What follows belongs to an exercise in optimizing a design on an open flow for small area; a production flow would make more cautious choices. Only simulation tests tie the RTL to the original design; equivalence was not proved.

==> flow/design.v (outline; a module is shown in full before it is edited, if it fits) <==
// module sqrt_pipe: 347 lines
// module threshold: 80 lines
// module sq_update: 674 lines
// module processing: 108 lines
// module adc_to_fifo: 98 lines
module adc_to_fifo(
    input wire clk,
    input wire rst,
    input wire ready,
    input wire [15:0] i_xadc,
    input wire i_dig,
    output reg [7:0] data_in,
    output reg write,
    input wire almost_full
    );
  // ...
==> flow/run.sh <==
#!/bin/bash
# synth_recipe.tcl (not shown) runs the flow's synth.tcl, then flattens the netlist and writes it again
# the make line also repeats each setting of config.mk as NAME=value (left out here)
make -C /OpenROAD-flow-scripts/flow DESIGN_CONFIG=/design/flow/config.mk WORK_HOME=/design/flow/orfs CLKGATE_MAP_FILE= SYNTH_SCRIPT=/design/flow/synth_recipe.tcl finish
==> flow/config.mk <==
export PLATFORM = sky130hd
export DESIGN_NAME = adc_to_fifo
export DESIGN_NICKNAME = adc_to_fifo
export VERILOG_FILES = /design/flow/design.v
export SDC_FILE = /design/flow/constraint.sdc
export NUM_CORES = 4
export LEC_CHECK = 0
export ABC_AREA = 1
export CAP_MARGIN = 0
export CORE_MARGIN = 2
export CORE_UTILIZATION = 60
export CTS_BUF_LIST = sky130_fd_sc_hd__clkbuf_16
export CTS_CLUSTER_DIAMETER = 60
export CTS_CLUSTER_SIZE = 30
export PLACE_DENSITY = 0.7
export SLEW_MARGIN = 0
==> flow/constraint.sdc <==
create_clock -name core_clock -period 14.0 [get_ports {clk}]
set_input_delay 2.8000 -clock core_clock [delete_from_list [all_inputs] [get_ports {clk}]]
set_output_delay 2.8000 -clock core_clock [all_outputs]
set_load 0.01 [all_outputs]
==> flow_summary.ini, run 1 <==
[status]
outcome = finished clean

[min_path]
worstHoldEndpoint = processing.threshold.sqrt.dly[58]

[logic_synthesis]
yosysTopAreaCell = edfxtp_1
synthSimpleGateAreaFrac = 0.0410
yosys.area_share.adder = 0.126
syn-num-nets = 3333
synthCells = 2968

[timing]
worst_pin_slew_ns = 1.21
period_needed_ns = 12.16
max_freq_ghz = 0.0822

[finish]
final_cell_mix = edfxtp_1 (1087), inv_1 (459), nand2_1 (231)
seq_area_frac = 0.683
dominant_cells = flip-flops and latches
clkCellAreaFrac = 0.0512

[critical_path]
cp.depth = 38
required_ns = 14.27
start_kind = primary input
crit_buf_inv = 10

[clock_network]
cts_htree_levels = 3
cts_resized = 0
insertion_delay_ns = 0.64
root_buffer = clkbuf_16
hold_buffers = 0

[grt]
grt_max_degree = 222
grt_pass1_vias = 22393

[floorplanning]
start_util = 0.605
die_area_um2 = 83200

[drt]
ant_nets = 0
detail_route.wl_per_cell_um = 19.1
vias_per_cell = 5.27
==> run 2: changes to the inputs <==
--- a/flow/config.mk
+++ b/flow/config.mk
@@ -10,7 +10,7 @@
 export CORE_MARGIN = 2
 export CORE_UTILIZATION = 60
 export CTS_BUF_LIST = sky130_fd_sc_hd__clkbuf_16
-export CTS_CLUSTER_DIAMETER = 60
-export CTS_CLUSTER_SIZE = 30
+export CTS_CLUSTER_DIAMETER = 45
+export CTS_CLUSTER_SIZE = 40
 export PLACE_DENSITY = 0.7
 export SLEW_MARGIN = 0
==> run 2 against run 1 <==
Compared with the run above: synthesized cell count unchanged; global-route usage increased by 0.32 points; flip-flop and latch count unchanged; setup slack improved by 0.094 ns; highest routed layer unchanged; register-to-register slack improved by 0.05 ns.
==> flow_summary.ini, run 2 <==
[grt]
track_usage = 0.201
grt_pass1_wl_um = 127000
antenna_found_initial = 0
grt_max_degree = 222
grt_pass1_vias = 22852
grt_overflow_total = 0

[finish]
final_cell_count_no_fill = 4228
reg_top3 = processing.threshold.win (672), processing.dl (315), processing.threshold.sqrt.dly (72)
postLayoutCellArea_um2 = 54200
regMostFlops = processing.threshold.win
nNetsFinal = 3436
largest_register_ffs = 672
area_delta_synth_final_pct = 11.6
final_cell_mix = edfxtp_1 (1087), inv_1 (464), nand2_1 (231)
finalCoreUtilization = 0.675
drive_gt1_frac = 0.0884
mostFrequentLayoutCell = edfxtp_1

[clock_network]
cts_tree = done
post_cts_buffers = 0
cts_htree_levels = 3
clock_sinks = 1263
cts_buffers = 108
clk_pin_slew_ns = 0.08
hold_buffers = 0
insertion_delay_ns = 0.69
cts_buffer_depth = 3
root_buffer = clkbuf_16
cts_resized = 0

[drt]
num_vias = 22309
drtPass1Iterations = 6
wl_um = 80500
ant_nets = 0
route.detailed.drc = 0
detail_route.wl_per_cell_um = 19.0
vias_per_cell = 5.28
drtIter0Drc = 1882

[critical_path]
critPathTopFamily = adder cells
worstPathMaxFanout = 133
crit_buf_inv = 10
cp_slowest_cell = clkdlybuf4s50_1
start_kind = primary input
crit_type = primary input to register
required_ns = 14.31
cp-end-kind = register
slowest_delay_ns = 0.61
arrival_ns = 12.38
crit_top_cell = fa_2

[logic_synthesis]
synth.distinct_cells = 53
netlist_area_um2 = 48600
yosys_most_used_dff = edfxtp_1
synth_edf_count = 1087
postSynth.asyncResetShare = 0
synthTopCellsByCount = edfxtp_1 (1087), inv_1 (463), fa_1 (245), nand2_1 (231), nor2_1 (186)
syn-num-nets = 3333
synth.ff_latch_count = 1263
ys_seq_area_frac = 0.745
synthCells = 2968
yosysTopAreaCell = edfxtp_1
synth_top_area_frac = 0.672
synth.most_common_cell = edfxtp_1
synth_warnings = 4
synth.avg_cell_area_um2 = 16.4
synthTopCellsByArea = edfxtp_1 (67%), fa_1 (10%), dfxtp_1 (7.3%)

[placed_design]
portBuffers = 25
postPlaceCellArea_um2 = 50200
hpwl_um = 52200
routabilityCongestion = 0.870
dp_slack_ns = 1.20
place_inst = 4021

[floorplanning]
die_area_um2 = 83200
rows = 104
start_util = 0.605
core_um2 = 80300
die_h_um = 289
die_x_um = 289
ios = 30

[min_path]
hp-class = register to register

[timing]
setup_viol = 0
worst_pin_slew_ns = 1.20
max_freq_ghz = 0.0829
rsz0062_at_grt = false
fin_ws_ns = 1.93
whs_ns = 0.301
slew_headroom = 0.200
period_needed_ns = 12.07
finalMaxSlewViolations = 0
hold_viol_final = 0
skew_ns = 0.0472
post-route-period-util = 0.862

[status]
outcome = finished clean

[flow_run]
drv_cap = 0
[run 2: final cells by class]
cell class | count | area [um2]
flip-flops and latches | 1263 | 36200
fillers | 5294 | 26100
multi-input cells | 1186 | 10500
clock buffers | 111 | 2780
inverters | 468 | 1770
well taps | 1060 | 1330
clock inverters | 95 | 1200
repair buffers | 44 | 443
diodes | 1 | 2.50
[run 2: per-layer routing]
metal / vias to the layer above / global-route usage / wire length [um]
met2: 484 / 0.314 / 37900
met5: - / 0 / 0
met3: 136 / 0.0296 / 3660
li1: 10348 / - / -
met4: 0 / 0.0554 / 2000
met1: 11341 / 0.301 / 36900
[run 2: final timing paths]
| path | startpoint | endpoint | cells after the start | slack [ns] |
|---|---|---|---|---|
| max | i_xadc[4] | processing.dl[84] | 38 | 1.93 |
| min | processing.threshold.sqrt.dly[2] | processing.threshold.sqrt.dly[11] | 0 | 0.30 |
| max reg2reg | processing.threshold.sqrt.cut[15] | processing.threshold.sqrt.dly[6] | 47 | 2.27 |
| min reg2reg | processing.threshold.sqrt.dly[2] | processing.threshold.sqrt.dly[11] | 0 | 0.30 |
[run 2: worst register-to-register path, delay by kind of cell, from the launching register on]
kind	cells	cell delay (ns)
xor+xnor	2	0.33
simple gates	8	1.53
fa+ha+maj	20	7.56
compound gates	9	1.27
flops	1	0.30
buf+inv	8	0.64
[run 2: metrics by stage]
step           setup TNS (ns)
3_5_place_dp                0
4_1_cts                     0
3_3_place_gp                0
6_report                    0
5_1_grt                     0
2_1_floorplan        -1294.80
[run 2: cells by family after synthesis]
group,Yosys count,share of synthesized area
muxes,9,0.00185
AOI/OAI and AO/OA,267,0.0314
and+or+nand+nor,488,0.0410
buffers and inverters,519,0.0406
DFF,1263,0.745
adders and majority gates,344,0.126
xor gates and xnor gates,78,0.0141
==> run 3: changes to the inputs <==
--- a/flow/config.mk
+++ b/flow/config.mk
@@ -9,8 +9,8 @@
 export CAP_MARGIN = 0
 export CORE_MARGIN = 2
 export CORE_UTILIZATION = 60
-export CTS_BUF_LIST = sky130_fd_sc_hd__clkbuf_16
+export CTS_BUF_LIST = sky130_fd_sc_hd__clkbuf_8
 export CTS_CLUSTER_DIAMETER = 45
-export CTS_CLUSTER_SIZE = 40
+export CTS_CLUSTER_SIZE = 20
 export PLACE_DENSITY = 0.7
 export SLEW_MARGIN = 0
==> run 3 against run 2 <==
Compared with the run above: still clean on timing, DRC and antenna; global-route usage is 0.50 points lower; setup slack better by 0.073 ns; first-iteration DRC count is 7.8% lower; final cell count stayed put; flip-flop and latch count stayed put; highest routed layer unchanged.
==> flow_summary.ini, run 3 <==
[critical_path]
cp-startpoint = i_xadc[4]
cp.depth = 38
reg2reg_slack_ns = 2.28
required_ns = 14.37
crit_top_cell = fa_2
cp_slowest_cell = clkdlybuf4s50_1
r2r_cells = 47
r2r_start = processing.threshold.sqrt.cut[15]
cp-end-kind = register
crit_buf_inv = 10
worstPathMaxFanout = 133
arrival_ns = 12.37
critPathTopFamily = adder cells
timing.rr.end = processing.threshold.sqrt.dly[6]
slowest_delay_ns = 0.61
start_kind = primary input
crit_type = primary input to register
endpoint = processing.dl[84]

[logic_synthesis]
synthCells = 2968
synthTopCellsByCount = edfxtp_1 (1087), inv_1 (463), fa_1 (245), nand2_1 (231), nor2_1 (186)
synth_edf_count = 1087
synth_warnings = 4
yosysTopAreaCell = edfxtp_1
synth_top_area_frac = 0.672
netlist_area_um2 = 48600
synth.avg_cell_area_um2 = 16.4
synthTopCellsByArea = edfxtp_1 (67%), fa_1 (10%), dfxtp_1 (7.3%)
ys_seq_area_frac = 0.745
postSynth.asyncResetShare = 0
yosys_most_used_dff = edfxtp_1
syn-num-nets = 3333
synth.ff_latch_count = 1263
synth.distinct_cells = 53
synth.most_common_cell = edfxtp_1

[clock_network]
hold_buffers = 0
root_buffer = clkbuf_8
clk_pin_slew_ns = 0.10
cts_buffer_depth = 3
cts_htree_levels = 3
cts_resized = 0
insertion_delay_ns = 0.76
post_cts_buffers = 0
cts_tree = done
cts_buffers = 108
clock_sinks = 1263

[timing]
max_freq_ghz = 0.0834
period_needed_ns = 12.00
hold_viol_final = 0
post-route-period-util = 0.857
slew_headroom = 0.183
worst_pin_slew_ns = 1.22
rsz0062_at_grt = false
setup_viol = 0
finalMaxSlewViolations = 0
fin_ws_ns = 2.00
skew_ns = 0.0514

[finish]
drive_gt1_frac = 0.0900
final_cell_mix = edfxtp_1 (1087), inv_1 (462), nand2_1 (231)
nNetsFinal = 3436
reg_top3 = processing.threshold.win (672), processing.dl (315), processing.threshold.sqrt.dly (72)
mostFrequentLayoutCell = edfxtp_1
finalCoreUtilization = 0.659
regMostFlops = processing.threshold.win
area_delta_synth_final_pct = 8.86
largest_register_ffs = 672
final_cell_count_no_fill = 4228

[grt]
antenna_found_initial = 2
grt_max_degree = 222
grt_overflow_total = 0
track_usage = 0.196
grt_pass1_wl_um = 124000
grt_pass1_vias = 22562

[floorplanning]
ios = 30
rows = 104
die_x_um = 289
die_h_um = 289
core_um2 = 80300
start_util = 0.605
die_area_um2 = 83200

[status]
outcome = finished clean

[min_path]
hp-class = register to register
hold_depth = 0

[drt]
wl_um = 78800
drtPass1Iterations = 5
num_vias = 22156
vias_per_cell = 5.24
ant_nets = 0
route.detailed.drc = 0
drtIter0Drc = 1736
detail_route.wl_per_cell_um = 18.6

[placed_design]
portBuffers = 25
routabilityCongestion = 0.870
dp_slack_ns = 1.20
place_inst = 4021
hpwl_um = 52200

[flow_run]
drv_cap = 0
## run 3: cell counts after synthesis
Identical to the previous run, type by type.
## run 3: stage by stage
stage	cell area [um2]	hold WS (ns)	TNS, ns
floorplan	48700	0.310	-1294.80
global placement	50200	0.312	0
detailed placement	50200	0.312	0
CTS	52900	0.332	0
global route	52900	0.325	0
finish	52900	0.333	0
## run 3: per-layer routing
metal	track usage	vias to the layer above	share of wire
met5	0	-	0
met1	0.295	11189	0.46
met3	0.0301	135	0.051
met4	0.0534	0	0.024
met2	0.304	507	0.46
li1	-	10325	-
## run 3: area by class of cell
cell class	instances	area [um2]
Antenna cell	1	2.50
Clock buffer	110	1510
Clock inverter	96	1120
Fill cell	5479	27400
Inverter	468	1770
Multi-Input combinational cell	1186	10500
Sequential cell	1263	36200
Tap cell	1060	1330
Timing Repair Buffer	44	443
## run 3: worst min path at each step
stage / startpoint / end
finish: processing.threshold.sqrt.dly[30] / processing.threshold.sqrt.dly[39]
global route: processing.threshold.sqrt.dly[2] / processing.threshold.sqrt.dly[11]
CTS: processing.threshold.sqrt.dly[2] / processing.threshold.sqrt.dly[11]
detailed placement: processing.threshold.sqrt.dly[9] / processing.threshold.sqrt.dly[18]
global placement: processing.threshold.sqrt.dly[61] / processing.threshold.sqrt.dly[70]
floorplan: dig_sync[0] / dig_sync[1]
## run 3: kinds of logic (layout without fill, tap and decap cells)
| kind of cell | count (synthesis) | after routing | share of synthesized area |
|---|---|---|---|
| muxes | 9 | 9 | 0.00185 |
| other | 0 | 1 | 0 |
| xor gates and xnor gates | 78 | 78 | 0.0141 |
| DFF | 1263 | 1263 | 0.745 |
| adders and majority gates | 344 | 344 | 0.126 |
| buffers and inverters | 519 | 718 | 0.0406 |
| and+or+nand+nor | 488 | 488 | 0.0410 |
| AOI/OAI and AO/OA | 267 | 267 | 0.0314 |
==> module threshold, before the edit <==
module threshold (
    input wire clk,
    input wire reset,
    input wire [11:0] in_data,
    input wire f_compute,
    output reg [11:0] t_mean,     
    output reg [8:0]  t_std       
    );
    localparam N = 32;
    localparam W = 21;
    reg [N*W-1:0] win;
    reg [16:0] acc;
    reg [20:0] sq_acc;
    reg [11:0] mean;
    reg [5:0]  pushes;            
    wire full = pushes[5];
    reg [11:0] m_old;             
    wire [11:0] x_old = win[N*W-1 -: 12];
    wire [8:0] dm_old = win[N*W-13 -: 9];
    function [24:0] radd;
        input [23:0] x;
        input [23:0] y;
        input ci;
        integer i;
        reg c;
        begin
            c = ci;
            for (i = 0; i < 24; i = i + 1) begin
                radd[i] = x[i] ^ y[i] ^ c;
                c = (x[i] & y[i]) | (c & (x[i] ^ y[i]));
            end
            radd[24] = c;
        end
    endfunction
    wire [11:0] x_out = full ? x_old : 12'd0;
    wire [24:0] d_out_s = radd({12'd0, x_out}, {12'hfff, ~m_old}, 1'b1);
    wire [12:0] d_out = d_out_s[12:0];
    wire [24:0] dm_in_s = radd({15'd0, acc[13:5]}, {15'h7fff, ~mean[8:0]}, 1'b1);
    wire [8:0] dm_in = dm_in_s[8:0];
    wire [24:0] d_in_s = radd({12'd0, in_data}, {12'hfff, ~mean}, 1'b1);
    wire [12:0] d_in = d_in_s[12:0];
    wire [24:0] acc_a = radd({7'd0, acc}, {12'd0, in_data}, 1'b0);
    wire [24:0] acc_b = radd(acc_a[23:0], {12'hfff, ~x_out}, 1'b1);
    wire [24:0] m_old_s = radd({12'd0, m_old}, {{15{dm_old[8]}}, dm_old}, 1'b0);
    wire [20:0] sq_next;
    sq_update squ (
        .acc(sq_acc),
        .din(d_in),
        .dout(d_out),
        .q(sq_next)
    );
    wire [8:0] std;
    sqrt_pipe sqrt (
        .clk(clk),
        .din(sq_acc[20:5]),
        .dout(std)
    );
    always @(posedge clk) begin
        if (f_compute) begin
            win <= {win[(N-1)*W-1:0], in_data, dm_in};
            t_mean <= mean;
            t_std <= std;
        end
    end
    always @(posedge clk) begin
        if (reset) begin
            acc <= 0;
            sq_acc <= 0;
            mean <= 0;
            pushes <= 0;
            m_old <= 0;
        end else if (f_compute) begin
            acc <= acc_b[16:0];
            sq_acc <= sq_next;
            mean <= acc[16:5];
            if (!full) pushes <= pushes + 1;
            else m_old <= m_old_s[11:0];
        end
    end
endmodule
==> run 4: changes to the inputs <==
--- a/flow/design.v
+++ b/flow/design.v
@@ -356,7 +356,7 @@
     output reg [8:0]  t_std       
     );
     localparam N = 32;
-    localparam W = 21;
+    localparam W = 20;
     reg [N*W-1:0] win;
     reg [16:0] acc;
     reg [20:0] sq_acc;
@@ -365,7 +365,9 @@
     wire full = pushes[5];
     reg [11:0] m_old;             
     wire [11:0] x_old = win[N*W-1 -: 12];
-    wire [8:0] dm_old = win[N*W-13 -: 9];
+    wire [7:0] dm_old8 = win[N*W-13 -: 8];
+    reg prev_msb;                 
+    wire [8:0] dm_old = {(dm_old8 == 8'h80) ? ~prev_msb : dm_old8[7], dm_old8};
     function [24:0] radd;
         input [23:0] x;
         input [23:0] y;
@@ -406,7 +408,7 @@
     );
     always @(posedge clk) begin
         if (f_compute) begin
-            win <= {win[(N-1)*W-1:0], in_data, dm_in};
+            win <= {win[(N-1)*W-1:0], in_data, dm_in[7:0]};
             t_mean <= mean;
             t_std <= std;
         end
@@ -423,7 +425,10 @@
             sq_acc <= sq_next;
             mean <= acc[16:5];
             if (!full) pushes <= pushes + 1;
-            else m_old <= m_old_s[11:0];
+            else begin
+                m_old <= m_old_s[11:0];
+                prev_msb <= x_old[11];
+            end
         end
     end
 endmodule
==> run 4 against run 3 <==
Compared with the run above: still clean; synthesized area decreased by 2.2%; synthesized cell count decreased by 1.8%; critical path type unchanged.
==> flow_summary.ini, run 4 <==
[clock_network]
clk_pin_slew_ns = 0.10
cts_buffers = 111
post_cts_buffers = 0
insertion_delay_ns = 0.75
cts_htree_levels = 3
cts_tree = done
root_buffer = clkbuf_8
cts_buffer_depth = 3
clock_sinks = 1232
cts_resized = 0
hold_buffers = 0

[timing]
setup_viol = 0
post-route-period-util = 0.860
slew_headroom = 0.228
period_needed_ns = 12.04
fin_ws_ns = 1.96
rsz0062_at_grt = false
finalMaxSlewViolations = 0
max_freq_ghz = 0.0831
skew_ns = 0.0707
hold_viol_final = 0
fin_setup_tns_ns = 0
worst_pin_slew_ns = 1.16

[drt]
num_vias = 21789
wl_um = 76300
route.detailed.drc = 0
detail_route.wl_per_cell_um = 18.3
ant_nets = 0
drtIter0Drc = 1649
vias_per_cell = 5.23
drtPass1Iterations = 8

[placed_design]
place_inst = 3958
dp_slack_ns = 1.20
routabilityCongestion = 0.894
hpwl_um = 49700
portBuffers = 25

[floorplanning]
die_x_um = 285
start_util = 0.603
rows = 103
ios = 30
die_h_um = 285
die_area_um2 = 81400
core_um2 = 78700

[critical_path]
crit_type = primary input to register
arrival_ns = 12.45
required_ns = 14.40
cp-end-kind = register
worstPathMaxFanout = 113
start_kind = primary input
timing.rr.end = processing.threshold.sqrt.dly[7]
slowest_delay_ns = 0.63
crit_top_cell = fa_2
r2r_start = processing.threshold.sqrt.cut[15]
cp_slowest_cell = clkdlybuf4s50_1
r2r_cells = 46
reg2reg_slack_ns = 2.20

[grt]
grt_pass1_vias = 22062
grt_overflow_total = 0
track_usage = 0.192
antenna_found_initial = 2
grt_pass1_wl_um = 120000
grt_max_degree = 196

[flow_run]
drv_cap = 0

[finish]
regMostFlops = processing.threshold.win
mostFrequentLayoutCell = edfxtp_1
largest_register_ffs = 640
nNetsFinal = 3385
final_cell_mix = edfxtp_1 (1056), inv_1 (441), nand2_1 (229)
final_cell_count_no_fill = 4166
area_delta_synth_final_pct = 8.85
drive_gt1_frac = 0.0864
final.fill_count = 5371
reg_top3 = processing.threshold.win (640), processing.dl (315), processing.threshold.sqrt.dly (72)

[logic_synthesis]
synthCells = 2914
yosysTopAreaCell = edfxtp_1
netlist_area_um2 = 47500
synthTopCellsByCount = edfxtp_1 (1056), inv_1 (443), fa_1 (244), nand2_1 (230), nor2_1 (191)
synth_warnings = 4
synth.distinct_cells = 48
synth_edf_count = 1056
synth_top_area_frac = 0.668
synth.avg_cell_area_um2 = 16.3
synth.most_common_cell = edfxtp_1
synthTopCellsByArea = edfxtp_1 (67%), fa_1 (10%), dfxtp_1 (7.4%)
yosys_most_used_dff = edfxtp_1
postSynth.asyncResetShare = 0
ys_seq_area_frac = 0.742
synth.ff_latch_count = 1232
syn-num-nets = 3278

[min_path]
hp-class = register to register
worstHoldStart = processing.threshold.sqrt.dly[7]
worstHoldEndpoint = processing.threshold.sqrt.dly[16]
hold_depth = 0

[status]
outcome = finished clean
## run 4: cell type report
cell class,instances,area [um2],share of cell area
multi-input combinational,1183,10500,0.203
sequential,1232,35200,0.682
timing repair buffer,42,440,0.00852
clock inverter,93,966,0.0187
inverter,451,1710,0.0330
clock buffer,113,1560,0.0301
tap,1050,1310,0.0254
antenna,2,5.00,0.0000968
## run 4: kinds of logic (layout without fill, tap and decap cells)
| kind of cell | count (synthesis) | count (layout) | share of synthesized area |
|---|---|---|---|
| muxes | 14 | 14 | 0.00308 |
| DFF | 1232 | 1232 | 0.742 |
| xor gates and xnor gates | 79 | 79 | 0.0146 |
| adders and majority gates | 343 | 343 | 0.129 |
| buffers and inverters | 499 | 699 | 0.0397 |
| AOI/OAI and AO/OA | 264 | 264 | 0.0313 |
| other | 0 | 2 | 0 |
| and+or+nand+nor | 483 | 483 | 0.0407 |
## run 4: through the flow
step	instance area (um2)	hold slack, ns	utilization
global placement	49200	0.310	0.625
finish	51700	0.282	0.657
floorplan	47600	0.310	-
CTS	51700	0.294	0.657
global route	51700	0.295	0.657
detailed placement	49200	0.312	0.625
## run 4: worst max path at each step
stage                                 startpoint                               end  slack, ns  cells past startpoint
3_3_place_gp                           i_xadc[4]                  processing.dl[5]       1.35                     40
5_1_grt        processing.threshold.sqrt.cut[15]  processing.threshold.sqrt.dly[7]       1.33                     46
2_1_floorplan                          i_xadc[4]                  processing.dl[0]      -4.09                     38
6_report                               i_xadc[4]                 processing.dl[26]       1.96                     40
4_1_cts                                i_xadc[4]                 processing.dl[17]       2.00                     40
3_5_place_dp                           i_xadc[4]                 processing.dl[80]       1.20                     40
## run 4: routing by layer
metal / up-vias / wire (um) / GRT usage
li1: 10156 / - / -
met1: 11001 / 35600 / 0.289
met2: 488 / 34700 / 0.292
met3: 144 / 3960 / 0.0336
met4: 0 / 1990 / 0.0575
met5: - / 0 / 0
## run 4: worst max-delay path: cells and delay by family
kind / cells / cell delay (ns)
buffers and inverters: 11 / 1.99
AND/OR/NAND/NOR: 7 / 0.57
AO/OA/AOI/OAI: 1 / 0.31
adder cells (fa/ha/maj): 21 / 6.62
==> run 5: changes to the inputs <==
--- a/flow/config.mk
+++ b/flow/config.mk
@@ -8,9 +8,9 @@
 export ABC_AREA = 1
 export CAP_MARGIN = 0
 export CORE_MARGIN = 2
-export CORE_UTILIZATION = 60
+export CORE_UTILIZATION = 75
 export CTS_BUF_LIST = sky130_fd_sc_hd__clkbuf_8
 export CTS_CLUSTER_DIAMETER = 45
 export CTS_CLUSTER_SIZE = 20
-export PLACE_DENSITY = 0.7
+export PLACE_DENSITY = 0.85
 export SLEW_MARGIN = 0
==> run 5 against run 4 <==
Compared with the run above: die area shrank 20%; utilization grew 16 points; still clean on timing, DRC and antenna; setup slack lost 0.60 ns; clock-buffer cell count shrank 3; wire length grew 16%; largest cell class unchanged.
==> flow_summary.ini, run 5 <==
[status]
outcome = finished clean

[floorplanning]
rows = 92
die_area_um2 = 65400
start_util = 0.756
die_x_um = 256
core_um2 = 62900
die_h_um = 256
ios = 30

[logic_synthesis]
synth_top_area_frac = 0.668
muxShareOfSynthArea = 0.00308
synth_top_family_by_area = adder cells
ys_seq_area_frac = 0.742
synth_compound_area_frac = 0.0313
synth.distinct_cells = 48
syn-num-nets = 3278
synthTopCellsByCount = edfxtp_1 (1056), inv_1 (443), fa_1 (244), nand2_1 (230), nor2_1 (191)
synth_warnings = 4
synth.most_common_cell = edfxtp_1
yosys.area_share.adder = 0.129
netlist_area_um2 = 47500
synthSimpleGateAreaFrac = 0.0407
synth_edf_count = 1056
synthTopCellsByArea = edfxtp_1 (67%), fa_1 (10%), dfxtp_1 (7.4%)
synthCells = 2914
synth-xor-area-share = 0.0146
yosysTopAreaCell = edfxtp_1
synth.avg_cell_area_um2 = 16.3
yosys_most_used_dff = edfxtp_1
postSynth.asyncResetShare = 0
synth.ff_latch_count = 1232

[clock_network]
cts_buffers = 106
insertion_delay_ns = 0.78
hold_buffers = 0
cts_htree_levels = 3
cts_buffer_depth = 3
clk_pin_slew_ns = 0.11
root_buffer = clkbuf_8
cts_tree = done
post_cts_buffers = 0
cts_resized = 0
clock_sinks = 1232

[timing]
worst_pin_slew_ns = 1.12
setup_viol = 0
slew_headroom = 0.253
rsz0062_at_grt = false
post-route-period-util = 0.903
finalMaxSlewViolations = 0
hold_viol_final = 0
max_freq_ghz = 0.0791
fin_ws_ns = 1.36
period_needed_ns = 12.64
skew_ns = 0.0608
fin_setup_tns_ns = 0

[finish]
regMostFlops = processing.threshold.win
finalCoreUtilization = 0.819
final_cell_mix = edfxtp_1 (1056), inv_1 (446), nand2_1 (229)
mostFrequentLayoutCell = edfxtp_1
reg_top3 = processing.threshold.win (640), processing.dl (315), processing.threshold.sqrt.dly (72)
final.fill_count = 2988
area_delta_synth_final_pct = 8.32
drive_gt1_frac = 0.0851
final_cell_count_no_fill = 3960
nNetsFinal = 3383
largest_register_ffs = 640

[critical_path]
cp-end-kind = register
slowest_delay_ns = 0.65
cp_slowest_cell = nor2_2
arrival_ns = 13.30
required_ns = 14.66
worstPathMaxFanout = 12
crit_type = register to register
crit_top_cell = fa_1
start_kind = register

[placed_design]
dp_slack_ns = 1.21
place_inst = 3757
hpwl_um = 58600
routabilityCongestion = 0.888
portBuffers = 25

[drt]
num_vias = 22951
wl_um = 88400
drtPass1Iterations = 6
vias_per_cell = 5.80
detail_route.wl_per_cell_um = 22.3
drtIter0Drc = 2359
ant_nets = 0
route.detailed.drc = 0

[min_path]
hp-class = register to register

[grt]
grt_pass1_vias = 23856
antenna_found_initial = 5
track_usage = 0.277
grt_max_degree = 196
grt_overflow_total = 0
grt_pass1_wl_um = 135000

[flow_run]
drv_cap = 0
[run 5: cell counts after synthesis]
No cell type changed its count.
[run 5: metrics by stage]
stage / hold slack [ns] / cell area, um2
6_report: 0.330 / 51500
5_1_grt: 0.330 / 51500
4_1_cts: 0.333 / 51400
3_5_place_dp: 0.312 / 48900
3_3_place_gp: 0.311 / 48900
2_1_floorplan: 0.310 / 47600
[run 5: worst max-delay path, delay by kind of cell, from the launching register on]
kind	cells	cell delay, ns
adders and majority gates	18	7.35
buffers and inverters	7	0.74
AOI/OAI and AO/OA	9	1.34
xor gates and xnor gates	2	0.36
and+or+nand+nor	11	2.41
DFF	1	0.32
[run 5: per-layer routing]
metal / share of wire / track usage / wire, um
met5: 0.00043 / 0 / 38
met2: 0.50 / 0.452 / 43700
met4: 0.043 / 0.112 / 3760
met1: 0.40 / 0.383 / 34900
met3: 0.067 / 0.0474 / 5880
[run 5: path summary, 6_finish.rpt]
kind              depth (start not counted)  slack (ns)                               from                                end
setup / recovery                         47        1.36  processing.threshold.sqrt.cut[15]   processing.threshold.sqrt.dly[8]
hold / removal                            0        0.33  processing.threshold.sqrt.dly[61]  processing.threshold.sqrt.dly[70]
setup reg to reg                         47        1.36  processing.threshold.sqrt.cut[15]   processing.threshold.sqrt.dly[8]
hold reg to reg                           0        0.33  processing.threshold.sqrt.dly[61]  processing.threshold.sqrt.dly[70]
[run 5: layout make-up]
class / instances / area (um2) / area share
flip-flops and latches: 1232 / 35200 / 0.685
multi-input cells: 1183 / 10500 / 0.204
inverters: 451 / 1710 / 0.0331
clock buffers: 110 / 1510 / 0.0294
well taps: 846 / 1060 / 0.0206
clock inverters: 92 / 1020 / 0.0197
repair buffers: 45 / 438 / 0.00851
diodes: 1 / 2.50 / 0.0000486
[run 5: kinds of logic (layout without fill, tap and decap cells)]
| group | after synthesis | count (layout) |
|---|---|---|
| flip-flops | 1232 | 1232 |
| buffers and inverters | 499 | 698 |
| AND/OR/NAND/NOR | 483 | 483 |
| adder cells (fa/ha/maj) | 343 | 343 |
| AO/OA/AOI/OAI | 264 | 264 |
| XOR/XNOR | 79 | 79 |
| multiplexers | 14 | 14 |
| other | 0 | 1 |
==> run 6: changes to the inputs <==
--- a/flow/config.mk
+++ b/flow/config.mk
@@ -8,9 +8,9 @@
 export ABC_AREA = 1
 export CAP_MARGIN = 0
 export CORE_MARGIN = 2
-export CORE_UTILIZATION = 75
+export CORE_UTILIZATION = 60
 export CTS_BUF_LIST = sky130_fd_sc_hd__clkbuf_8
-export CTS_CLUSTER_DIAMETER = 45
-export CTS_CLUSTER_SIZE = 20
-export PLACE_DENSITY = 0.85
+export CTS_CLUSTER_DIAMETER = 60
+export CTS_CLUSTER_SIZE = 18
+export PLACE_DENSITY = 0.7
 export SLEW_MARGIN = 0
==> run 6 against run 5 <==
Compared with the run above: synthesized cell count unchanged; final cell count grew 3.9%; wire length decreased by 14%; first-iteration DRC count decreased by 25%.
==> flow_summary.ini, run 6 <==
[critical_path]
crit_buf_inv = 11
crit_type = primary input to register
worstPathMaxFanout = 113
arrival_ns = 12.46
r2r_start = processing.threshold.sqrt.cut[15]
start_kind = primary input
required_ns = 14.38
cp-end-kind = register
slowest_delay_ns = 0.62
r2r_cells = 46
critPathTopFamily = adder cells
cp_slowest_cell = clkdlybuf4s50_1
timing.rr.end = processing.threshold.sqrt.dly[7]
crit_top_cell = fa_2
reg2reg_slack_ns = 2.21

[finish]
drive_gt1_frac = 0.0636
multi_input_area_um2 = 10500
regMostFlops = processing.threshold.win
mostFrequentLayoutCell = edfxtp_1
seq_area_um2 = 35200
final.fill_count = 5378
reg_top3 = processing.threshold.win (640), processing.dl (315), processing.threshold.sqrt.dly (72)
final_cell_mix = edfxtp_1 (1056), inv_1 (471), nand2_1 (229)
finalCoreUtilization = 0.648
area_delta_synth_final_pct = 7.35
largest_register_ffs = 640
nNetsFinal = 3362
final_cell_count_no_fill = 4115

[drt]
route.detailed.drc = 0
wl_um = 76000
num_vias = 21590
ant_nets = 0
drtPass1Iterations = 5
vias_per_cell = 5.25
drtIter0Drc = 1761
detail_route.wl_per_cell_um = 18.5

[placed_design]
portBuffers = 25
place_inst = 3958
dp_slack_ns = 1.20
hpwl_um = 49700
routabilityCongestion = 0.894

[timing]
whs_ns = 0.329
worst_pin_slew_ns = 1.16
finalMaxSlewViolations = 0
period_needed_ns = 12.08
post-route-period-util = 0.863
fin_ws_ns = 1.92
slew_headroom = 0.224
setup_viol = 0
rsz0062_at_grt = false
skew_ns = 0.0456
max_freq_ghz = 0.0828
hold_viol_final = 0

[clock_network]
cts_resized = 0
root_buffer = clkbuf_8
hold_buffers = 0
clk_pin_slew_ns = 0.10
cts_buffer_depth = 3
cts_htree_levels = 3
cts_buffers = 88
cts_tree = done
insertion_delay_ns = 0.75
post_cts_buffers = 0
clock_sinks = 1232

[logic_synthesis]
yosysTopAreaCell = edfxtp_1
synthTopCellsByCount = edfxtp_1 (1056), inv_1 (443), fa_1 (244), nand2_1 (230), nor2_1 (191)
ys_seq_area_frac = 0.742
synthCells = 2914
syn-num-nets = 3278
synth_edf_count = 1056
synth.avg_cell_area_um2 = 16.3
postSynth.asyncResetShare = 0
synthTopCellsByArea = edfxtp_1 (67%), fa_1 (10%), dfxtp_1 (7.4%)
synth.ff_latch_count = 1232
synth_top_area_frac = 0.668
synth.distinct_cells = 48
netlist_area_um2 = 47500
synth_warnings = 4
yosys_most_used_dff = edfxtp_1
synth.most_common_cell = edfxtp_1

[floorplanning]
die_area_um2 = 81400
start_util = 0.603
die_x_um = 285
ios = 30
die_h_um = 285
core_um2 = 78700
rows = 103

[grt]
grt_overflow_total = 0
grt_max_degree = 196
grt_pass1_vias = 21881
track_usage = 0.191
grt_pass1_wl_um = 120000
antenna_found_initial = 4

[min_path]
hold_depth = 0
hp-class = register to register
worstHoldStart = processing.threshold.sqrt.dly[16]
worstHoldEndpoint = processing.threshold.sqrt.dly[25]

[status]
outcome = finished clean

[flow_run]
drv_cap = 0
[run 6: cell counts after synthesis]
No cell type changed its count.
[run 6: cell type report]
cell class              count  share of cell area
flip-flops and latches   1232               0.691
multi-input cells        1183               0.206
inverters                 451              0.0334
well taps                1050              0.0258
clock buffers              89              0.0240
clock inverters            67              0.0115
repair buffers             42             0.00864
diodes                      1           0.0000491
[run 6: per-layer routing]
layer  track usage  part of all wire  vias to the layer above
li1              -                 -                    10057
met1         0.290              0.47                    10951
met2         0.291              0.45                      454
met3        0.0293             0.049                      126
met4        0.0622             0.024                        2
met5             0           0.00017                        -
[run 6: kinds of logic after synthesis]
kind of cell,count (synthesis),share of synthesized area
DFF,1232,0.742
buffers and inverters,499,0.0397
and+or+nand+nor,483,0.0407
adders and majority gates,343,0.129
AOI/OAI and AO/OA,264,0.0313
xor gates and xnor gates,79,0.0146
muxes,14,0.00308
[run 6: worst reg2reg max path: cells and delay by family (launching register included)]
| kind | cells | cell delay (ns) |
|---|---|---|
| XOR/XNOR | 2 | 0.32 |
| AND/OR/NAND/NOR | 9 | 1.73 |
| flip-flops | 1 | 0.31 |
| adder cells (fa/ha/maj) | 19 | 7.45 |
| AO/OA/AOI/OAI | 9 | 1.25 |
| buffers and inverters | 7 | 0.59 |
[run 6: through the flow]
step                instance area, um2  setup TNS, ns
finish                           51000              0
global route                     51000              0
CTS                              51000              0
detailed placement               49200              0
global placement                 49200              0
floorplan                        47600       -1288.02
[run 6: worst max-delay path by stage]
stage / startpoint / end / cells past startpoint
2_1_floorplan: i_xadc[4] / processing.dl[0] / 38
3_3_place_gp: i_xadc[4] / processing.dl[5] / 40
3_5_place_dp: i_xadc[4] / processing.dl[80] / 40
4_1_cts: i_xadc[4] / processing.dl[101] / 40
5_1_grt: processing.threshold.sqrt.cut[15] / processing.threshold.sqrt.dly[7] / 46
6_report: i_xadc[4] / processing.dl[101] / 40
==> run 7: changes to the inputs <==
--- a/flow/config.mk
+++ b/flow/config.mk
@@ -10,7 +10,8 @@
 export CORE_MARGIN = 2
 export CORE_UTILIZATION = 60
 export CTS_BUF_LIST = sky130_fd_sc_hd__clkbuf_8
-export CTS_CLUSTER_DIAMETER = 60
+export CTS_CLUSTER_DIAMETER = 75
 export CTS_CLUSTER_SIZE = 18
+export GPL_TIMING_DRIVEN = 0
 export PLACE_DENSITY = 0.7
 export SLEW_MARGIN = 0
==> run 7 against run 6 <==
Compared with the run above: maximum frequency is 8.9% lower; utilization rose by 0.44 points; wire length increased by 5.5%; setup slack got worse by 1.2 ns; die area unchanged; global-route usage increased by 1.2 points; clock skew fell by 0.0022 ns; register-to-register slack better by 0.20 ns; final cell count up 1.3%; highest routed layer unchanged.
==> flow_summary.ini, run 7 <==
[status]
outcome = finished clean

[logic_synthesis]
synthTopCellsByArea = edfxtp_1 (67%), fa_1 (10%), dfxtp_1 (7.4%)
postSynth.asyncResetShare = 0
synth.avg_cell_area_um2 = 16.3
synth.ff_latch_count = 1232
yosys_most_used_dff = edfxtp_1
netlist_area_um2 = 47500
synthSimpleGateAreaFrac = 0.0407
synth_compound_area_frac = 0.0313
yosysTopAreaCell = edfxtp_1
synth_top_area_frac = 0.668
muxShareOfSynthArea = 0.00308
synthTopCellsByCount = edfxtp_1 (1056), inv_1 (443), fa_1 (244), nand2_1 (230), nor2_1 (191)
synthCells = 2914
synth.most_common_cell = edfxtp_1
synth.distinct_cells = 48
syn-num-nets = 3278
synth_edf_count = 1056
synth_top_family_by_area = adder cells
synth-xor-area-share = 0.0146
yosys.area_share.adder = 0.129
synth_warnings = 4
ys_seq_area_frac = 0.742

[clock_network]
clk_pin_slew_ns = 0.11
hold_buffers = 0
clock_sinks = 1232
cts_resized = 0
insertion_delay_ns = 0.74
cts_htree_levels = 3
root_buffer = clkbuf_8
post_cts_buffers = 0
cts_tree = done
cts_buffers = 80
cts_buffer_depth = 3

[critical_path]
start_kind = primary input
cp-end-kind = register
crit_type = primary input to register
required_ns = 14.43
crit_buf_inv = 20
timing.rr.end = processing.threshold.sqrt.dly[7]
arrival_ns = 13.68
slowest_delay_ns = 0.65
critPathTopFamily = adder cells
r2r_start = processing.threshold.sqrt.cut[15]
cp_slowest_cell = clkdlybuf4s50_1
worstPathMaxFanout = 22
crit_top_cell = fa_2
reg2reg_slack_ns = 2.41
r2r_cells = 45

[finish]
regMostFlops = processing.threshold.win
finalCoreUtilization = 0.652
area_delta_synth_final_pct = 8.08
nNetsFinal = 3415
postLayoutCellArea_um2 = 51300
mostFrequentLayoutCell = edfxtp_1
final_cell_mix = edfxtp_1 (1056), inv_1 (491), nand2_1 (229)
drive_gt1_frac = 0.0606
reg_top3 = processing.threshold.win (640), processing.dl (315), processing.threshold.sqrt.dly (72)
final.fill_count = 5399
largest_register_ffs = 640

[placed_design]
routabilityCongestion = 0.903
portBuffers = 25
postPlaceCellArea_um2 = 49800
hpwl_um = 55300

[timing]
hold_viol_final = 0
worst_pin_slew_ns = 1.07
fin_setup_tns_ns = 0
max_freq_ghz = 0.0755
skew_ns = 0.0434
finalMaxSlewViolations = 0
rsz0062_at_grt = false
setup_viol = 0
post-route-period-util = 0.947
period_needed_ns = 13.25
slew_headroom = 0.283

[flow_run]
drv_cap = 0

[min_path]
worstHoldStart = processing.threshold.sqrt.dly[55]
hp-class = register to register
worstHoldEndpoint = processing.threshold.sqrt.dly[64]
hold_depth = 0

[grt]
grt_max_degree = 83
track_usage = 0.203
grt_pass1_wl_um = 126000
grt_overflow_total = 0
antenna_found_initial = 2
grt_pass1_vias = 22487

[floorplanning]
core_um2 = 78700
rows = 103
start_util = 0.603
die_area_um2 = 81400
die_h_um = 285
ios = 30
die_x_um = 285

[drt]
detail_route.wl_per_cell_um = 19.2
drtPass1Iterations = 6
ant_nets = 0
vias_per_cell = 5.29
route.detailed.drc = 0
drtIter0Drc = 1809
num_vias = 22054
wl_um = 80200
## run 7: cell count changes in the layout (fill, tap and decap cells not counted), moves of 6 or more
cell,delta
clkbuf_1,+39
inv_1,+20
buf_16,+15
buf_8,+13
buf_4,-11
clkbuf_8,-6
clkinv_4,-6
## run 7: cells by family after synthesis
group	after synthesis
xor+xnor	79
flops	1232
fa+ha+maj	343
simple gates	483
buf+inv	499
mux	14
compound gates	264
## run 7: area by class of cell
type	count	area, um2	share of cell area
sequential	1232	35200	0.686
clock inverter	67	369	0.00719
antenna	1	2.50	0.0000487
tap	1050	1310	0.0256
clock buffer	83	1140	0.0223
buffer	48	200	0.00390
timing repair buffer	55	886	0.0173
multi-input combinational	1183	10500	0.204
inverter	451	1710	0.0332
## run 7: metal layers
| layer | track usage | wire [um] | up-vias | part of all wire |
|---|---|---|---|---|
| met1 | 0.308 | 37800 | 11222 | 0.47 |
| li1 | - | - | 10172 | - |
| met4 | 0.0585 | 1990 | 2 | 0.025 |
| met5 | 0 | 13 | - | 0.00016 |
| met2 | 0.312 | 36400 | 530 | 0.45 |
| met3 | 0.0318 | 3970 | 128 | 0.050 |
## run 7: how the worst max path moves through the flow
stage | start | depth (start not counted) | slack (ns) | endpoint
after floorplan | i_xadc[4] | 38 | -4.09 | processing.dl[0]
after global placement | i_xadc[4] | 37 | -7.33 | processing.dl[281]
after detailed placement | i_xadc[4] | 48 | -0.06 | processing.dl[231]
after CTS | i_xadc[4] | 48 | 0.73 | processing.dl[231]
after global routing | i_xadc[4] | 48 | 0.36 | processing.dl[231]
final | i_xadc[4] | 48 | 0.75 | processing.dl[231]
## run 7: metrics by stage
stage	std cells	setup WS, ns	hold slack (ns)
2_1_floorplan	2914	-4.09	0.310
3_3_place_gp	3989	-7.33	0.310
3_5_place_dp	4019	-0.0630	0.312
4_1_cts	4169	0.728	0.306
5_1_grt	4170	0.358	0.325
6_report	4170	0.747	0.309
==> run 8: changes to the inputs <==
--- a/flow/config.mk
+++ b/flow/config.mk
@@ -12,6 +12,7 @@
 export CTS_BUF_LIST = sky130_fd_sc_hd__clkbuf_8
 export CTS_CLUSTER_DIAMETER = 75
 export CTS_CLUSTER_SIZE = 18
+export GPL_ROUTABILITY_DRIVEN = 0
 export GPL_TIMING_DRIVEN = 0
 export PLACE_DENSITY = 0.7
 export SLEW_MARGIN = 0
==> run 8 against run 7 <==
Compared with the run above: clock-buffer cell count is 1 higher; largest cell class unchanged; highest routed layer unchanged; global-route usage shrank 1.0 points; maximum frequency increased by 2.0%; still clean; critical endpoint is now processing.dl[168].
==> flow_summary.ini, run 8 <==
[status]
outcome = finished clean

[logic_synthesis]
synthTopCellsByCount = edfxtp_1 (1056), inv_1 (443), fa_1 (244), nand2_1 (230), nor2_1 (191)
yosys_most_used_dff = edfxtp_1
synthCells = 2914
ys_seq_area_frac = 0.742
synth_top_area_frac = 0.668
synth.distinct_cells = 48
postSynth.asyncResetShare = 0
synthTopCellsByArea = edfxtp_1 (67%), fa_1 (10%), dfxtp_1 (7.4%)
synth.ff_latch_count = 1232
netlist_area_um2 = 47500
synth.avg_cell_area_um2 = 16.3
yosysTopAreaCell = edfxtp_1
synth_warnings = 4
synth_edf_count = 1056
synth.most_common_cell = edfxtp_1
syn-num-nets = 3278

[finish]
nNetsFinal = 3418
multi_input_area_um2 = 10500
area_delta_synth_final_pct = 8.12
mostFrequentLayoutCell = edfxtp_1
drive_gt1_frac = 0.0615
final.fill_count = 5275
seq_area_um2 = 35200
final_cell_mix = edfxtp_1 (1056), inv_1 (490), nand2_1 (229)
reg_top3 = processing.threshold.win (640), processing.dl (315), processing.threshold.sqrt.dly (72)
final_cell_count_no_fill = 4173
regMostFlops = processing.threshold.win
largest_register_ffs = 640
finalCoreUtilization = 0.652

[critical_path]
arrival_ns = 13.42
crit_type = primary input to register
cp-end-kind = register
worstPathMaxFanout = 21
crit_buf_inv = 18
crit_top_cell = fa_2
slowest_delay_ns = 0.67
critPathTopFamily = adder cells
start_kind = primary input
required_ns = 14.43
cp_slowest_cell = a221oi_4

[clock_network]
hold_buffers = 0
clock_sinks = 1232
cts_resized = 0
cts_tree = done
insertion_delay_ns = 0.73
root_buffer = clkbuf_8
clk_pin_slew_ns = 0.11
post_cts_buffers = 0
cts_buffers = 82
cts_htree_levels = 3
cts_buffer_depth = 3

[timing]
hold_viol_final = 0
post-route-period-util = 0.928
finalMaxSlewViolations = 0
fin_ws_ns = 1.01
period_needed_ns = 12.99
rsz0062_at_grt = false
setup_viol = 0
skew_ns = 0.0614
max_freq_ghz = 0.0770
slew_headroom = 0.241
fin_setup_tns_ns = 0
worst_pin_slew_ns = 1.14

[drt]
num_vias = 22244
drtPass1Iterations = 6
detail_route.wl_per_cell_um = 18.4
vias_per_cell = 5.33
ant_nets = 0
drtIter0Drc = 1782
route.detailed.drc = 0
wl_um = 77000

[grt]
antenna_found_initial = 3
grt_pass1_vias = 22639
track_usage = 0.193
grt_pass1_wl_um = 122000
grt_max_degree = 83
grt_overflow_total = 0

[flow_run]
drv_cap = 0

[floorplanning]
ios = 30
die_x_um = 285
die_h_um = 285
rows = 103
core_um2 = 78700
start_util = 0.603
die_area_um2 = 81400

[min_path]
hp-class = register to register

[placed_design]
portBuffers = 25
dp_slack_ns = 0.199
place_inst = 4020
hpwl_um = 52900
-- run 8: cell counts after synthesis --
Identical to the previous run, type by type.
-- run 8: stage by stage --
stage | instance area [um2] | hold WS [ns]
global placement | 49200 | 0.310
finish | 51400 | 0.321
CTS | 51400 | 0.309
detailed placement | 49800 | 0.312
floorplan | 47600 | 0.310
global route | 51400 | 0.321
-- run 8: area by class of cell --
type | instances | share of cell area
multi-input combinational | 1183 | 0.204
buffer | 48 | 0.00390
clock inverter | 68 | 0.00743
antenna | 1 | 0.0000487
tap | 1050 | 0.0256
timing repair buffer | 56 | 0.0171
clock buffer | 84 | 0.0225
sequential | 1232 | 0.686
inverter | 451 | 0.0332
-- run 8: logic make-up after synthesis --
family | synth area share
AO/OA/AOI/OAI | 0.0313
AND/OR/NAND/NOR | 0.0407
adder cells (fa/ha/maj) | 0.129
flip-flops | 0.742
buffers and inverters | 0.0397
XOR/XNOR | 0.0146
multiplexers | 0.00308
-- run 8: path summary, 6_finish.rpt --
check / cells past startpoint / slack [ns] / startpoint / end
worst max-delay path: 47 / 1.01 / i_xadc[4] / processing.dl[168]
worst max register to register: 46 / 2.42 / processing.threshold.sqrt.cut[15] / processing.threshold.sqrt.dly[7]
worst min register to register: 0 / 0.32 / dig_sync[1] / dig_sync[2]
worst min-delay path: 0 / 0.32 / dig_sync[1] / dig_sync[2]
-- run 8: worst reg2reg max path: cells and delay by family, from the launching register on --
kind	cells	cell delay (ns)
XOR/XNOR	1	0.14
AND/OR/NAND/NOR	9	1.05
flip-flops	1	0.31
buffers and inverters	7	0.91
adder cells (fa/ha/maj)	19	7.51
AO/OA/AOI/OAI	10	1.58
-- run 8: metal layers --
metal	track usage	wire, um	vias to the layer above
met2	0.298	35000	691
met4	0.0651	2470	2
met3	0.0330	4880	169
met5	0	13	-
met1	0.285	34700	11194
li1	-	-	10188
==> run 9: changes to the inputs <==
--- a/flow/config.mk
+++ b/flow/config.mk
@@ -12,7 +12,5 @@
 export CTS_BUF_LIST = sky130_fd_sc_hd__clkbuf_8
 export CTS_CLUSTER_DIAMETER = 75
 export CTS_CLUSTER_SIZE = 18
-export GPL_ROUTABILITY_DRIVEN = 0
-export GPL_TIMING_DRIVEN = 0
 export PLACE_DENSITY = 0.7
 export SLEW_MARGIN = 0
==> run 9 against run 8 <==
Compared with the run above: still clean on timing, DRC and antenna; design area shrank 1.5%; hold slack worse by 0.0089 ns; wire length decreased by 1.3%; final cell count fell by 2.1%; utilization shrank 1.0 points; via count is 2.8% lower; clock skew rose by 0.0065 ns; clock-buffer cell count fell by 2; sequential share of layout area up 1.1 points; flip-flop and latch count stayed put.
==> flow_summary.ini, run 9 <==
[grt]
track_usage = 0.191
antenna_found_initial = 2
grt_pass1_vias = 21798
grt_pass1_wl_um = 120000
grt_overflow_total = 0
grt_max_degree = 196

[drt]
detail_route.wl_per_cell_um = 18.6
ant_nets = 0
drtPass1Iterations = 5
drtIter0Drc = 1812
wl_um = 76000
vias_per_cell = 5.29
route.detailed.drc = 0
num_vias = 21625

[finish]
regMostFlops = processing.threshold.win
drive_gt1_frac = 0.0557
mostFrequentLayoutCell = edfxtp_1
reg_top3 = processing.threshold.win (640), processing.dl (315), processing.threshold.sqrt.dly (72)
finalCoreUtilization = 0.642
area_delta_synth_final_pct = 6.46
final_cell_count_no_fill = 4086
postLayoutCellArea_um2 = 50600
nNetsFinal = 3354
largest_register_ffs = 640
final_cell_mix = edfxtp_1 (1056), inv_1 (468), nand2_1 (229)

[logic_synthesis]
postSynth.asyncResetShare = 0
ys_seq_area_frac = 0.742
synth_warnings = 4
synth.avg_cell_area_um2 = 16.3
yosysTopAreaCell = edfxtp_1
synthCells = 2914
synth_edf_count = 1056
netlist_area_um2 = 47500
syn-num-nets = 3278
yosys_most_used_dff = edfxtp_1
synthTopCellsByCount = edfxtp_1 (1056), inv_1 (443), fa_1 (244), nand2_1 (230), nor2_1 (191)
synth.most_common_cell = edfxtp_1
synthTopCellsByArea = edfxtp_1 (67%), fa_1 (10%), dfxtp_1 (7.4%)
synth_top_area_frac = 0.668
synth.distinct_cells = 48
synth.ff_latch_count = 1232

[clock_network]
insertion_delay_ns = 0.73
cts_htree_levels = 3
cts_buffer_depth = 3
cts_buffers = 80
cts_resized = 0
clk_pin_slew_ns = 0.10
root_buffer = clkbuf_8
hold_buffers = 0
cts_tree = done
clock_sinks = 1232
post_cts_buffers = 0

[min_path]
hp-class = register to register

[timing]
period_needed_ns = 12.09
skew_ns = 0.0679
hold_viol_final = 0
rsz0062_at_grt = false
slew_headroom = 0.228
worst_pin_slew_ns = 1.16
setup_viol = 0
finalMaxSlewViolations = 0
whs_ns = 0.312
post-route-period-util = 0.863
max_freq_ghz = 0.0827

[floorplanning]
die_x_um = 285
ios = 30
core_um2 = 78700
die_h_um = 285
rows = 103
start_util = 0.603
die_area_um2 = 81400

[critical_path]
r2r_cells = 46
required_ns = 14.35
r2r_start = processing.threshold.sqrt.cut[15]
start_kind = primary input
slowest_delay_ns = 0.62
cp_slowest_cell = clkdlybuf4s50_1
cp-end-kind = register
cp-startpoint = i_xadc[4]
arrival_ns = 12.44
worstPathMaxFanout = 113
timing.rr.end = processing.threshold.sqrt.dly[7]
reg2reg_slack_ns = 2.19
crit_type = primary input to register
crit_top_cell = fa_2
endpoint = processing.dl[83]

[status]
outcome = finished clean

[placed_design]
portBuffers = 25
place_inst = 3958
hpwl_um = 49700
postPlaceCellArea_um2 = 49200
routabilityCongestion = 0.894

[flow_run]
drv_cap = 0
==> run 9: cell counts after synthesis <==
Identical to the previous run, type by type.
==> run 9: metrics by stage <==
step            TNS, ns  setup slack [ns]
2_1_floorplan  -1288.02             -4.09
3_3_place_gp          0              1.35
3_5_place_dp          0              1.20
4_1_cts               0              1.96
5_1_grt               0              1.32
6_report              0              1.91
==> run 9: kinds of logic after synthesis <==
group,Yosys count,share of synthesized area
and+or+nand+nor,483,0.0407
muxes,14,0.00308
buffers and inverters,499,0.0397
AOI/OAI and AO/OA,264,0.0313
DFF,1232,0.742
adders and majority gates,343,0.129
xor gates and xnor gates,79,0.0146
==> run 9: critical path: cells and delay by family <==
kind | cells | cell delay (ns)
adders and majority gates | 21 | 6.61
buffers and inverters | 11 | 2.00
and+or+nand+nor | 7 | 0.57
AOI/OAI and AO/OA | 1 | 0.32
==> run 9: area by class of cell <==
type	instances	area, um2
antenna	2	5.00
clock buffer	82	1130
clock inverter	44	262
fill	5469	28200
inverter	451	1710
multi-input combinational	1183	10500
sequential	1232	35200
tap	1050	1310
timing repair buffer	42	440
==> run 9: metal layers <==
| layer | global-route usage | wire length (um) | up-vias |
|---|---|---|---|
| li1 | - | - | 10014 |
| met1 | 0.289 | 35500 | 10992 |
| met2 | 0.290 | 34500 | 491 |
| met3 | 0.0318 | 4190 | 128 |
| met4 | 0.0562 | 1740 | 0 |
| met5 | 0 | 0 | - |
==> run 9: worst min-delay path by stage <==
stage / depth (start not counted) / to / slack [ns] / startpoint
5_1_grt: 0 / processing.threshold.sqrt.dly[66] / 0.31 / processing.threshold.sqrt.dly[57]
3_5_place_dp: 0 / processing.threshold.sqrt.dly[18] / 0.31 / processing.threshold.sqrt.dly[9]
2_1_floorplan: 0 / dig_sync[1] / 0.31 / dig_sync[0]
4_1_cts: 0 / processing.threshold.sqrt.dly[66] / 0.30 / processing.threshold.sqrt.dly[57]
6_report: 0 / processing.threshold.sqrt.dly[66] / 0.31 / processing.threshold.sqrt.dly[57]
3_3_place_gp: 0 / processing.threshold.sqrt.dly[57] / 0.31 / processing.threshold.sqrt.dly[48]

[re-timing with driven ports]
The results above use ideal ports. As a check the final layouts listed here were re-extracted and re-timed, cells and wires unchanged.
Step 1, drivers: a clkbuf_16 drives clk and a buf_2 each remaining input, both assumed.
Step 2 adds t to the input delays and takes it off the output delays; t is the mean of the earliest and latest rising clock arrival at the registers after step 1. Input paths then give back, and output paths get back, about the clock's delay inside the block.
a / b / c = ideal ports / drivers / drivers and shift; a / b = the first two.
run | shift t [ns] | setup WS [ns] | slew at the worst register clock pin (ns) | worst slew at a driven data input, ns
run 1 | 0.695 | 1.836 / 1.879 / 1.184 | 0.11 / 0.11 | 0.04
run 2 | 0.732 | 1.931 / 1.972 / 1.241 | 0.08 / 0.08 | 0.04
run 3 | 0.803 | 2.004 / 2.045 / 1.241 | 0.11 / 0.11 | 0.04
run 4 | 0.782 | 1.959 / 1.990 / 1.208 | 0.11 / 0.11 | 0.05
run 5 | 0.812 | 1.357 / 1.357 / 1.135 | 0.12 / 0.12 | 0.04
run 6 | 0.784 | 1.921 / 1.949 / 1.165 | 0.11 / 0.11 | 0.05
run 7 | 0.778 | 0.747 / 0.781 / 0.002 | 0.11 / 0.11 | 0.11
run 8 | 0.763 | 1.006 / 1.045 / 0.282 | 0.11 / 0.11 | 0.11
run 9 | 0.754 | 1.912 / 1.940 / 1.185 | 0.12 / 0.12 | 0.05
After both steps setup and hold are still met in every run listed. The setup slack of run 3, which loses most, moves by +0.041 ns with the drivers and by -0.763 ns with both steps.
